Source: an optimization exercise on an open RTL-to-GDS flow (aim: small area and a short achievable clock period). Production flows keep margins and buffers that such runs may drop.
At most, simulation tests tie the RTL to the original design; equivalence was not proved.
Power is estimated from default activity; no workload was simulated.

Setup of v6:
## fir_15
module fir_15 #
  (
    parameter integer C_S00_AXIS_TDATA_WIDTH  = 32,
    parameter integer C_M00_AXIS_TDATA_WIDTH  = 32
  )
  (
  input wire  s00_axis_aclk, s00_axis_aresetn,
  input wire  s00_axis_tlast, s00_axis_tvalid,
  input wire [C_S00_AXIS_TDATA_WIDTH-1 : 0] s00_axis_tdata,
  input wire [(C_S00_AXIS_TDATA_WIDTH/8)-1: 0] s00_axis_tstrb,
  output logic  s00_axis_tready,
  input wire  m00_axis_tready,
  output logic  m00_axis_tvalid, m00_axis_tlast,
  output logic [C_M00_AXIS_TDATA_WIDTH-1 : 0] m00_axis_tdata,
  output logic [(C_M00_AXIS_TDATA_WIDTH/8)-1: 0] m00_axis_tstrb
  );
Size: roughly 80 I/O pins, about 0.039 sq mm of cells after synthesis.
Settings: LEC_CHECK=0, CAP_MARGIN=20, CORE_MARGIN=2, CORE_UTILIZATION=65, CTS_CLUSTER_DIAMETER=60, CTS_CLUSTER_SIZE=24, SETUP_SLACK_MARGIN=4.0, SLEW_MARGIN=20, SYNTH_HIERARCHICAL=1, SYNTH_MINIMUM_KEEP_SIZE=0; clock period 7.5 ns.
standard.sh (not shown) runs the stock make flow with config.mk's settings and CLKGATE_MAP_FILE= SYNTH_SCRIPT=/design/flow/synth_recipe.tcl, a recipe that flattens the netlist after the stock synthesis.
==> flow/flow/run.sh <==
#!/bin/bash
# The standard layout (the standard.sh, unchanged synthesis and steps), except that
# the port buffers that global placement inserts are plain sky130_fd_sc_hd__buf_4 cells.
# make's full output goes to standard.log here; each ORFS step keeps its own log under orfs/logs/.
set -euo pipefail
export BUFFER_PORTS_ARGS="-buffer_cell sky130_fd_sc_hd__buf_4"
bash standard.sh > standard.log 2>&1
v6: flow completed, timing, DRC and antenna clean
For v7, these inputs were changed with respect to v6:
-- flow/config.mk --
<<< v6, line 8
export CAP_MARGIN = 20
export CORE_MARGIN = 2
export CORE_UTILIZATION = 65
export CTS_CLUSTER_DIAMETER = 60
export CTS_CLUSTER_SIZE = 24
export SETUP_SLACK_MARGIN = 4.0
export SLEW_MARGIN = 20
>>> v7, line 8
export CAP_MARGIN = 20
export CORE_MARGIN = 2
export CORE_UTILIZATION = 72
export CTS_CLUSTER_DIAMETER = 80
export CTS_CLUSTER_SIZE = 32
export SETUP_SLACK_MARGIN = 4.0
export SLEW_MARGIN = 20
==> run summary <==
Power in v7 is about 4% below v6.
| critical path depth | higher: v7 |
On v7: sequential share of layout area is 0.41 points higher than what v6 gave.
Against v6, v7 comes in 1.0 points higher on share of the clock period used by the worst path after layout.
Lower internal power was reported by v7, not v6.
Growth of design area from synthesis to finish came out lower on v7 than on v6.
v7 packs its core more tightly than v6.
Comparing v7 and v6, the lower routing usage on met1 is on v6.
In the tables for v7 and v6, register-to-register slack reads lower with v7.
Relative to v6, the sequential power share of v7 is higher by 1.6 points.
Between v7 and v6, it is v7 whose worst hold-check slack is higher, by 5.5 ps.

* * *

== main ==
Another version of the RTL of fir_15 (not shown whole).
For scale: about 4000 cells after synthesis, about 80 I/O pins, about 0.043 sq mm of cells after synthesis.
Design fir_15, start of the top module:
module fir_15 #
  (
    parameter integer C_S00_AXIS_TDATA_WIDTH  = 32,
    parameter integer C_M00_AXIS_TDATA_WIDTH  = 32
  )
  (
  input wire  s00_axis_aclk, s00_axis_aresetn,
  input wire  s00_axis_tlast, s00_axis_tvalid,
  input wire [C_S00_AXIS_TDATA_WIDTH-1 : 0] s00_axis_tdata,
  input wire [(C_S00_AXIS_TDATA_WIDTH/8)-1: 0] s00_axis_tstrb,
  output logic  s00_axis_tready,
  input wire  m00_axis_tready,
  output logic  m00_axis_tvalid, m00_axis_tlast,
  output logic [C_M00_AXIS_TDATA_WIDTH-1 : 0] m00_axis_tdata,
  output logic [(C_M00_AXIS_TDATA_WIDTH/8)-1: 0] m00_axis_tstrb
  );
  wire en = m00_axis_tready;
  wire [31:0] x = s00_axis_tvalid ? s00_axis_tdata : 32'd0;
  logic [31:0] xr, xrr;
  logic [14:0] v, l;
  logic [14:0][3:0] s;
  assign s00_axis_tready = m00_axis_tready;
  assign m00_axis_tvalid = v[14];
  assign m00_axis_tlast  = l[14];
  assign m00_axis_tstrb  = s[14];
  logic [31:0] y1; wire [31:0] y1_d;
  logic [6:0] c1; wire [6:0] c1_d;
  wire f1_s = ~xrr[0] ^ ~xr[1] ^ ~xr[0];
  wire f1_c = (~xrr[0] & ~xr[1]) | (~xrr[0] & ~xr[0]) | (~xr[1] & ~xr[0]);
  wire f2_s = ~xrr[1] ^ ~xr[2] ^ ~xr[1];
  wire f2_c = (~xrr[1] & ~xr[2]) | (~xrr[1] & ~xr[1]) | (~xr[2] & ~xr[1]);
  wire f3_s = ~xrr[2] ^ ~xr[3] ^ ~xr[2];
  wire f3_c = (~xrr[2] & ~xr[3]) | (~xrr[2] & ~xr[2]) | (~xr[3] & ~xr[2]);
  wire f4_s = ~xrr[3] ^ ~xr[4] ^ ~xr[3];
  wire f4_c = (~xrr[3] & ~xr[4]) | (~xrr[3] & ~xr[3]) | (~xr[4] & ~xr[3]);
  wire f5_s = ~xrr[4] ^ ~xr[5] ^ ~xr[4];
  wire f5_c = (~xrr[4] & ~xr[5]) | (~xrr[4] & ~xr[4]) | (~xr[5] & ~xr[4]);
  wire f6_s = ~xrr[5] ^ ~xr[6] ^ ~xr[5];
  wire f6_c = (~xrr[5] & ~xr[6]) | (~xrr[5] & ~xr[5]) | (~xr[6] & ~xr[5]);
  wire f7_s = ~xrr[6] ^ ~xr[7] ^ ~xr[6];
  wire f7_c = (~xrr[6] & ~xr[7]) | (~xrr[6] & ~xr[6]) | (~xr[7] & ~xr[6]);
  wire f8_s = ~xrr[7] ^ ~xr[8] ^ ~xr[7];
  wire f8_c = (~xrr[7] & ~xr[8]) | (~xrr[7] & ~xr[7]) | (~xr[8] & ~xr[7]);
  ...
clock: 7.5 ns
lec_check: 0
cap_margin: 20
core_margin: 2
core_utilization: 50
setup_slack_margin: 3.9
slew_margin: 20
run.sh (not shown) runs the stock make flow with config.mk's settings and CLKGATE_MAP_FILE= SYNTH_SCRIPT=/design/flow/synth_recipe.tcl, a recipe that flattens the netlist after the stock synthesis.
Stock flow here: none of the scripts above is used.
Changes in the feature branch relative to main:
- a change of SETUP_SLACK_MARGIN from 3.9 to 4.2
### Flow results
- The feature branch went all the way through synthesis, placement and routing and the layout is clean on timing, DRC and antenna.
- Summary of the feature branch over main: aggregate routed wire length saw an increase, buffers plus inverters on the worst setup path saw an increase, power saw an increase.
- main and the feature branch ended up with roughly the same reported sequential group power.
- Diff main..the feature branch | final setup skew | negligible
Function was not checked in any run of this note: the RTL went through the layout flow alone.

re-timing with driven ports:
No port has a modelled driver above. Below, the same layouts with a new extraction and two added sets of constraints. Step 1 (the two cells are an assumption about what drives the block):
set clk [get_ports {s00_axis_aclk}]
set_driving_cell -lib_cell sky130_fd_sc_hd__clkbuf_16 $clk
set_driving_cell -lib_cell sky130_fd_sc_hd__buf_2 [delete_from_list [all_inputs] $clk]
Step 2 moves the port delays by t, midway between the first and last clock arrival at a register: inputs arrive t later, outputs are due t later. That takes back most of the time a late clock gives input paths. Slacks: ideal / step 1 / step 2; pairs: ideal / step 1.
| run | shift t [ns] | slack for setup (ns) | worst hold slack (ns) | clock arrival spread, ns | cell pins on the clock port's net |
|---|---|---|---|---|---|
| v6 | 0.665 | 4.006 / 3.919 / 3.255 | 0.495 / 0.495 / 0.495 | 0.018 / 0.017 | 1 |
| v7 | 0.643 | 3.929 / 3.795 / 3.153 | 0.500 / 0.500 / 0.500 | 0.026 / 0.025 | 1 |
| main | 0.707 | 3.259 / 3.194 / 3.308 | 0.474 / 0.474 / 0.474 | 0.023 / 0.022 | 1 |
| the feature branch | 0.698 | 3.252 / 3.184 / 3.410 | 0.476 / 0.476 / 0.476 | 0.023 / 0.023 | 1 |
After both steps every run listed still meets setup and hold. The setup slack of v7, which loses most, moves by -0.134 ns with the drivers and by -0.776 ns with both steps.
